From an optimization exercise on the open Yosys and OpenROAD flow, aimed at small area and a short achievable clock period; shortcuts taken in it are not production practice. RTL that was checked went through simulation tests only; none was proved equivalent to the original.

==> job 3525 <==
Design top_module_d11, start of the top module:
module top_module_d11(
    i_clk,
    i_reset,
    i_start,
    i_load,
    i_enc_dec,
    i_pt1,
    i_pt2,
    i_key1,
    i_key2,
    i_r,
    o_ct1,
    o_ct2,
    o_done
);
input  i_start;
input  i_clk;
input  i_reset;
input  i_enc_dec;
input  i_load;
input  [191 : 0] i_r;
input  [63 : 0] i_pt1;
input  [63 : 0] i_pt2;
input  [127 : 0] i_key1;
input  [127 : 0] i_key2;
output wire [63 : 0] o_ct1;
output wire [63 : 0] o_ct2;
output wire o_done;
localparam [63:0] ALPHA = 64'hc0ac29b7c97c50dd;
reg        idle;
reg        halt;
reg        done_reg;
reg  [4:0] cnt;      
reg        m_fw;     
reg        m_bw;     
reg        enc_dec_reg;
wire load_now  = idle & i_load;
wire start_now = idle & ~i_load & i_start;
wire last      = ~idle & ~halt & (cnt == 5'd23);
always @(posedge i_clk or posedge i_reset)
begin
    if (i_reset == 1'b1) begin
        idle     <= 1'b1;
        halt     <= 1'b0;
        done_reg <= 1'b0;
    end else begin
        done_reg <= last;
        if (start_now)
            idle <= 1'b0;
        else if (halt && !i_start)
            idle <= 1'b1;
        if (last)
            halt <= 1'b1;
        else if (!i_start)
            halt <= 1'b0;
    end
end
always @(posedge i_clk)
begin
    if (idle) begin
        cnt  <= 5'd1;
        m_fw <= 1'b1;
        m_bw <= 1'b0;
    end else begin
        cnt  <= cnt + 5'd1;
        m_fw <= (cnt < 5'd11);
        m_bw <= (cnt >= 5'd13);
    end
end
always @(posedge i_clk)
begin
    if (load_now)
        enc_dec_reg <= i_enc_dec;
end
assign o_done = done_reg;
reg  [4:0] rsel;
reg        rflip;
reg  [4:0] rsel_next;
always @(*) begin
    case (cnt[4:1])
        4'd0:  rsel_next = 5'b00001;    
        4'd1:  rsel_next = 5'b00010;    
        4'd2:  rsel_next = 5'b00100;
        4'd3:  rsel_next = 5'b01000;
        4'd4:  rsel_next = 5'b10000;    
        4'd6:  rsel_next = 5'b10000;    
        4'd7:  rsel_next = 5'b01000;
        4'd8:  rsel_next = 5'b00100;
        4'd9:  rsel_next = 5'b00010;
  ...
Settings: LEC_CHECK=0, CAP_MARGIN=20, CORE_MARGIN=2, CORE_UTILIZATION=65, SLEW_MARGIN=20; clock period 10.0 ns.
standard.sh (not shown) runs the stock make flow with config.mk's settings and CLKGATE_MAP_FILE= SYNTH_SCRIPT=/design/flow/synth_recipe.tcl, a recipe that flattens the netlist after the stock synthesis.
==> flow/flow/run.sh <==
#!/bin/bash
set -euo pipefail
export BUFFER_PORTS_ARGS="-buffer_cell sky130_fd_sc_hd__buf_1"
bash standard.sh SETUP_SLACK_MARGIN=5.5 finish > standard_flow.log 2>&1
==> job 6707: changes against job 3525 <==
--- a/flow/design.v
+++ b/flow/design.v
@@ -1225,40 +1225,36 @@
 begin
     if (load_now)
         enc_dec_reg <= i_enc_dec;
 end
 assign o_done = done_reg;
-reg  [4:0] rsel;
-reg        rflip;
-reg  [4:0] rsel_next;
+reg  [3:0] ridx;
+reg  [3:0] ridx_next;
 always @(*) begin
-    case (cnt[4:1])
-        4'd0:  rsel_next = 5'b00001;    
-        4'd1:  rsel_next = 5'b00010;    
-        4'd2:  rsel_next = 5'b00100;
-        4'd3:  rsel_next = 5'b01000;
-        4'd4:  rsel_next = 5'b10000;    
-        4'd6:  rsel_next = 5'b10000;    
-        4'd7:  rsel_next = 5'b01000;
-        4'd8:  rsel_next = 5'b00100;
-        4'd9:  rsel_next = 5'b00010;
-        default: rsel_next = 5'b00001;  
-    endcase
+    if (cnt < 5'd11)
+        ridx_next = {1'b0, cnt[4:1]} + 4'd3;
+    else
+        ridx_next = {1'b0, cnt[4:1]} + 4'd2;
 end
 always @(posedge i_clk)
-begin
-    rsel  <= rsel_next;
-    rflip <= (cnt >= 5'd11) ^ enc_dec_reg;
+    ridx <= ridx_next ^ {4{enc_dec_reg}};
+reg [63:0] rc;
+always @(*) begin
+    case (ridx)
+        4'd3:  rc = 64'h13198a2e03707344;
+        4'd4:  rc = 64'ha4093822299f31d0;
+        4'd5:  rc = 64'h082efa98ec4e6c89;
+        4'd6:  rc = 64'h452821e638d01377;
+        4'd7:  rc = 64'hbe5466cf34e90c6c;
+        4'd8:  rc = 64'h7ef84f78fd955cb1;
+        4'd9:  rc = 64'h85840851f1ac43aa;
+        4'd10: rc = 64'hc882d32f25323c54;
+        4'd11: rc = 64'h64a51195e0e3610d;
+        4'd12: rc = 64'hd3b5a399ca0c2399;
+        default: rc = 64'h0;
+    endcase
 end
-localparam [63:0] RC1 = 64'h13198a2e03707344;
-localparam [63:0] RC2 = 64'ha4093822299f31d0;
-localparam [63:0] RC3 = 64'h082efa98ec4e6c89;
-localparam [63:0] RC4 = 64'h452821e638d01377;
-localparam [63:0] RC5 = 64'hbe5466cf34e90c6c;
-wire [63:0] rc = (({64{rsel[0]}} & RC1) | ({64{rsel[1]}} & RC2) |
-                  ({64{rsel[2]}} & RC3) | ({64{rsel[3]}} & RC4) |
-                  ({64{rsel[4]}} & RC5)) ^ ({64{rflip}} & ALPHA);
 reg  [63:0] k1_1, k1_2;
 reg  [63:0] kw_1, kw_2;
 wire [63:0] ik0f_1, ik0f_2;
 out_key_share_flip in_ok1(.in_key(i_key1[127:64]), .out_key(ik0f_1));
 out_key_share_flip in_ok2(.in_key(i_key2[127:64]), .out_key(ik0f_2));
- CORE_UTILIZATION: 65 -> 55
==> qor.yml <==
crit_slowest_cell: "xnor2_1"
yosys.area_share.simple_pct: 8.41
dp.cells: 7993
non_clock_buffer_area_share_pct: 4.76
grt_max_degree: 160
worstMarginPinSlew_ps: 1170
status: "finished clean"
antenna_cells: 21
inv_count: 99
synth-seq-cells: 946
the above is filed under job 6707

==> qor.yml <==
inv_count: 91
antenna_cells: 5
synth-seq-cells: 913
worstMarginPinSlew_ps: 1180
status: "finished clean"
the above is filed under job 3525

For job 6707, only the layout was checked, not whether the RTL still works.

==> fjord: inputs <==
Another version of the RTL of top_module_d11 (not shown whole).
clock: 10.0 ns
lec_check: 0
cap_margin: 20
core_margin: 2
core_utilization: 65
cts_cluster_diameter: 80
cts_cluster_size: 32
place_density: 0.72
slew_margin: 20
Scripts as last shown in full above: flow/flow/run.sh
==> inputs of willow, as changes to fjord <==
--- a/flow/design.v
+++ b/flow/design.v
@@ -1179,89 +1179,87 @@
 input  [127 : 0] i_key2;
 output wire [63 : 0] o_ct1;
 output wire [63 : 0] o_ct2;
 output wire o_done;
 localparam [63:0] ALPHA = 64'hc0ac29b7c97c50dd;
 reg        idle;
 reg        halt;
 reg        done_reg;
-reg  [4:0] cnt;      
-reg  [3:0] m_fw;     
-reg  [3:0] m_bw;     
+reg  [4:0] cnt;
+reg        m_fw;     
+reg        m_bw;     
 reg        enc_dec_reg;
-wire load_now  = idle & i_load;
-wire start_now = idle & ~i_load & i_start;
-wire last      = ~idle & ~halt & (cnt == 5'd23);
+wire load_now = idle & i_load;
 always @(posedge i_clk or posedge i_reset)
 begin
     if (i_reset == 1'b1) begin
         idle     <= 1'b1;
         halt     <= 1'b0;
         done_reg <= 1'b0;
+        cnt      <= 5'd0;
+        m_fw     <= 1'b1;
+        m_bw     <= 1'b0;
     end else begin
-        done_reg <= last;
-        if (start_now)
-            idle <= 1'b0;
-        else if (halt && !i_start)
-            idle <= 1'b1;
-        if (last)
-            halt <= 1'b1;
-        else if (!i_start)
-            halt <= 1'b0;
-    end
-end
-always @(posedge i_clk)
-begin
-    if (idle) begin
-        cnt  <= 5'd1;
-        m_fw <= 4'b0011;
-        m_bw <= 4'b0101;
-    end else begin
-        cnt  <= cnt + 5'd1;
-        m_fw <= {cnt < 5'd10, cnt < 5'd11, cnt < 5'd10, cnt < 5'd11};
-        m_bw <= {cnt >= 5'd12, cnt >= 5'd12, cnt >= 5'd13, cnt >= 5'd13};
+        done_reg <= 1'b0;
+        if (idle) begin
+            if (!i_load && i_start) begin
+                idle <= 1'b0;
+                cnt  <= 5'd1;
+                m_fw <= 1'b1;
+                m_bw <= 1'b0;
+            end
+        end else if (halt) begin
+            if (!i_start) begin
+                halt <= 1'b0;
+                idle <= 1'b1;
+            end
+        end else begin
+            cnt  <= cnt + 5'd1;
+            m_fw <= (cnt < 5'd11);
+            m_bw <= (cnt >= 5'd13);
+            if (cnt == 5'd23) begin
+                halt     <= 1'b1;
+                done_reg <= 1'b1;
+            end
+        end
     end
 end
 always @(posedge i_clk)
 begin
     if (load_now)
         enc_dec_reg <= i_enc_dec;
 end
 assign o_done = done_reg;
-reg  [4:0] rsel;
-reg        rflip;
-reg  [4:0] rsel_next;
+reg [63:0] rc;
 always @(*) begin
-    case (cnt[4:1])
-        4'd0:  rsel_next = 5'b00001;    
-        4'd1:  rsel_next = 5'b00010;    
-        4'd2:  rsel_next = 5'b00100;
-        4'd3:  rsel_next = 5'b01000;
-        4'd4:  rsel_next = 5'b10000;    
-        4'd6:  rsel_next = 5'b10000;    
-        4'd7:  rsel_next = 5'b01000;
-        4'd8:  rsel_next = 5'b00100;
-        4'd9:  rsel_next = 5'b00010;
-        default: rsel_next = 5'b00001;  
+    case ({enc_dec_reg, cnt[4:1]})
+        5'h01: rc = 64'h13198a2e03707344;
+        5'h02: rc = 64'ha4093822299f31d0;
+        5'h03: rc = 64'h082efa98ec4e6c89;
+        5'h04: rc = 64'h452821e638d01377;
+        5'h05: rc = 64'hbe5466cf34e90c6c;
+        5'h07: rc = 64'h7ef84f78fd955cb1;
+        5'h08: rc = 64'h85840851f1ac43aa;
+        5'h09: rc = 64'hc882d32f25323c54;
+        5'h0a: rc = 64'h64a51195e0e3610d;
+        5'h0b: rc = 64'hd3b5a399ca0c2399;
+        5'h11: rc = 64'hd3b5a399ca0c2399;
+        5'h12: rc = 64'h64a51195e0e3610d;
+        5'h13: rc = 64'hc882d32f25323c54;
+        5'h14: rc = 64'h85840851f1ac43aa;
+        5'h15: rc = 64'h7ef84f78fd955cb1;
+        5'h17: rc = 64'hbe5466cf34e90c6c;
+        5'h18: rc = 64'h452821e638d01377;
+        5'h19: rc = 64'h082efa98ec4e6c89;
+        5'h1a: rc = 64'ha4093822299f31d0;
+        5'h1b: rc = 64'h13198a2e03707344;
+        default: rc = 64'h0;
     endcase
 end
-always @(posedge i_clk)
-begin
-    rsel  <= rsel_next;
-    rflip <= (cnt >= 5'd11) ^ enc_dec_reg;
-end
-localparam [63:0] RC1 = 64'h13198a2e03707344;
-localparam [63:0] RC2 = 64'ha4093822299f31d0;
-localparam [63:0] RC3 = 64'h082efa98ec4e6c89;
-localparam [63:0] RC4 = 64'h452821e638d01377;
-localparam [63:0] RC5 = 64'hbe5466cf34e90c6c;
-wire [63:0] rc = (({64{rsel[0]}} & RC1) | ({64{rsel[1]}} & RC2) |
-                  ({64{rsel[2]}} & RC3) | ({64{rsel[3]}} & RC4) |
-                  ({64{rsel[4]}} & RC5)) ^ ({64{rflip}} & ALPHA);
 reg  [63:0] k1_1, k1_2;
 reg  [63:0] kw_1, kw_2;
 wire [63:0] ik0f_1, ik0f_2;
 out_key_share_flip in_ok1(.in_key(i_key1[127:64]), .out_key(ik0f_1));
 out_key_share_flip in_ok2(.in_key(i_key2[127:64]), .out_key(ik0f_2));
 wire [63:0] k0in_1  = i_enc_dec ? ik0f_1 : i_key1[127:64];
 wire [63:0] k0in_2  = i_enc_dec ? ik0f_2 : i_key2[127:64];
 wire [63:0] k0out_1 = i_enc_dec ? i_key1[127:64] : ik0f_1;
@@ -1315,28 +1313,26 @@
 end
 endgenerate
 wire [63:0] rk1 = k1_1 ^ rc;
 wire [63:0] rk2 = k1_2;
 wire [63:0] oa1, oa2;
 affine_2sh outaff(.in1(comp1), .in2(comp2), .out1(oa1), .out2(oa2));
 wire [63:0] bk1, bk2;
 inv_sr_2sh invsr(.in1(oa1 ^ rk1), .in2(oa2 ^ rk2), .out1(bk1), .out2(bk2));
-wire [63:0] sel_bw = {{16{m_bw[3]}}, {16{m_bw[2]}}, {16{m_bw[1]}}, {16{m_bw[0]}}};
-wire [63:0] sel_fw = {{16{m_fw[3]}}, {16{m_fw[2]}}, {16{m_fw[1]}}, {16{m_fw[0]}}};
-wire [63:0] z1 = (sel_bw & bk1) | (~sel_bw & comp1);
-wire [63:0] z2 = (sel_bw & bk2) | (~sel_bw & comp2);
+wire [63:0] z1 = m_bw ? bk1 : comp1;
+wire [63:0] z2 = m_bw ? bk2 : comp2;
 wire [63:0] w1, w2;
 mprime_cir_2sh mprime(.in1(z1), .in2(z2), .out1(w1), .out2(w2));
 wire [63:0] ws1, ws2;
 sr_2sh srows(.in1(w1), .in2(w2), .out1(ws1), .out2(ws2));
 wire [63:0] wa1, wa2;
 affine_2sh inaff(.in1(w1), .in2(w2), .out1(wa1), .out2(wa2));
-wire [63:0] rv1 = (sel_fw & (ws1 ^ rk1)) | (~sel_fw & wa1);
-wire [63:0] rv2 = (sel_fw & (ws2 ^ rk2)) | (~sel_fw & wa2);
+wire [63:0] rv1 = m_fw ? (ws1 ^ rk1) : wa1;
+wire [63:0] rv2 = m_fw ? (ws2 ^ rk2) : wa2;
 wire [63:0] x0_1 = i_pt1 ^ k0in_1 ^ i_key1[63:0] ^ (i_enc_dec ? ALPHA : 64'h0);
 wire [63:0] x0_2 = i_pt2 ^ k0in_2 ^ i_key2[63:0];
 always @(posedge i_clk)
 begin
     if (idle) begin
         if (i_load) begin
             st1 <= x0_1;
             st2 <= x0_2;
==> flow/flow/run.sh (replaced) <==
#!/bin/bash
set -euo pipefail
export BUFFER_PORTS_ARGS="-buffer_cell sky130_fd_sc_hd__buf_1"
bash standard.sh > standard_flow.log 2>&1
==> flow/config.mk (replaced) <==
export PLATFORM = sky130hd
export DESIGN_NAME = top_module_d11
export DESIGN_NICKNAME = top_module_d11
export VERILOG_FILES = /design/flow/design.v
export SDC_FILE = /design/flow/constraint.sdc
export NUM_CORES = 4
export LEC_CHECK = 0
export CAP_MARGIN = 20
export CORE_MARGIN = 2
export CORE_UTILIZATION = 40
export SLEW_MARGIN = 20
==> inputs of nickel, as changes to fjord <==
==> flow/config.mk (replaced) <==
export PLATFORM = sky130hd
export DESIGN_NAME = top_module_d11
export DESIGN_NICKNAME = top_module_d11
export VERILOG_FILES = /design/flow/design.v
export SDC_FILE = /design/flow/constraint.sdc
export NUM_CORES = 4
export LEC_CHECK = 0
export CAP_MARGIN = 20
export CORE_MARGIN = 2
export CORE_UTILIZATION = 65
export CTS_CLUSTER_DIAMETER = 80
export CTS_CLUSTER_SIZE = 25
export SLEW_MARGIN = 20
export TNS_END_PERCENT = 0
==> load_flow_metrics.sql <==
INSERT INTO impl_metrics (metric_group, metric, value, unit) VALUES
('cells_and_area', 'area.share.sequential', '34.3', '%'),
('global_routing', 'pin_count_of_the_biggest_net_entering_global_routing', '181', ''),
('cells_and_area', 'post_route_standard_cell_area_excluding_fillers', '65000', 'um^2'),
('status', 'run_status', 'timing/DRC/antenna clean', ''),
('place', 'placement.setup.worst_slack', '5.17', 'ns'),
('clock_tree', 'cts.sink_count', '919', ''),
('routing', 'met1_length', '76200', 'um');
That was fjord.
==> load_flow_metrics.sql <==
INSERT INTO impl_metrics (metric_group, metric, value, unit) VALUES
('status', 'run_status', 'timing/DRC/antenna clean', ''),
('routing', 'met1_length', '103000', 'um'),
('global_routing', 'pin_count_of_the_biggest_net_entering_global_routing', '154', ''),
('cells_and_area', 'area.share.sequential', '32.2', '%'),
('cells_and_area', 'post_route_standard_cell_area_excluding_fillers', '68500', 'um^2'),
('place', 'placement.setup.worst_slack', '4.95', 'ns'),
('flow_run', 'drv_cap', '0', ''),
('setup_path', 'r2r_cells', '10', ''),
('cells_and_area', 'final.clkbuf_count', '147', ''),
('routing', 'initialDrtViolationCount', '5577', '');
That was willow.
==> load_flow_metrics.sql <==
INSERT INTO impl_metrics (metric_group, metric, value, unit) VALUES
('cells_and_area', 'post_route_standard_cell_area_excluding_fillers', '63900', 'um^2'),
('status', 'run_status', 'timing/DRC/antenna clean', ''),
('global_routing', 'pin_count_of_the_biggest_net_entering_global_routing', '130', ''),
('clock_tree', 'cts.sink_count', '919', ''),
('place', 'placement.setup.worst_slack', '5.55', 'ns'),
('synthesis', 'ys_top_cells_by_area', 'sky130_fd_sc_hd__xnor2_1 (25%), sky130_fd_sc_hd__edfxtp_1 (20%), sky130_fd_sc_hd__dfxtp_1 (18%), sky130_fd_sc_hd__xor2_1 (7.8%), sky130_fd_sc_hd__a21oi_1 (4.3%)', ''),
('cells_and_area', 'area.share.sequential', '34.9', '%'),
('routing', 'met1_length', '77100', 'um'),
('setup_path', 'endpoint', 'o_ct1[5]', '');
That was nickel.

[port drivers added, routing unchanged]
In the flow no input, the clock included, has a driving cell. The finished layouts below were timed again as built, in two steps. Step 1, drivers: a clkbuf_16 drives i_clk and a buf_2 each remaining input, both assumed. Step 2 moves the port delays by t, midway between the first and last clock arrival at a register: inputs arrive t later, outputs are due t later. That takes back most of the time a late clock gives input paths. a / b / c = ideal / step 1 / step 2; a / b = the first two.
run | shift t [ns] | setup WS [ns] | hold WS [ns] | worst data-port slew with drivers (ns)
job 3525 | 0.756 | 5.483 / 5.406 / 5.490 | 0.466 / 0.466 / 0.466 | 0.16
job 6707 | 0.794 | 5.406 / 5.322 / 5.374 | 0.483 / 0.483 / 0.483 | 0.25
fjord | 0.749 | 5.456 / 5.379 / 4.970 | 0.463 / 0.463 / 0.463 | 0.17
willow | 0.840 | 4.755 / 4.680 / 4.954 | 0.580 / 0.580 / 0.580 | 0.22
nickel | 0.744 | 5.256 / 5.177 / 5.466 | 0.463 / 0.463 / 0.463 | 0.14
After both steps setup and hold are still met in every run listed. The setup slack of fjord, which loses most, moves by -0.077 ns with the drivers and by -0.486 ns with both steps.
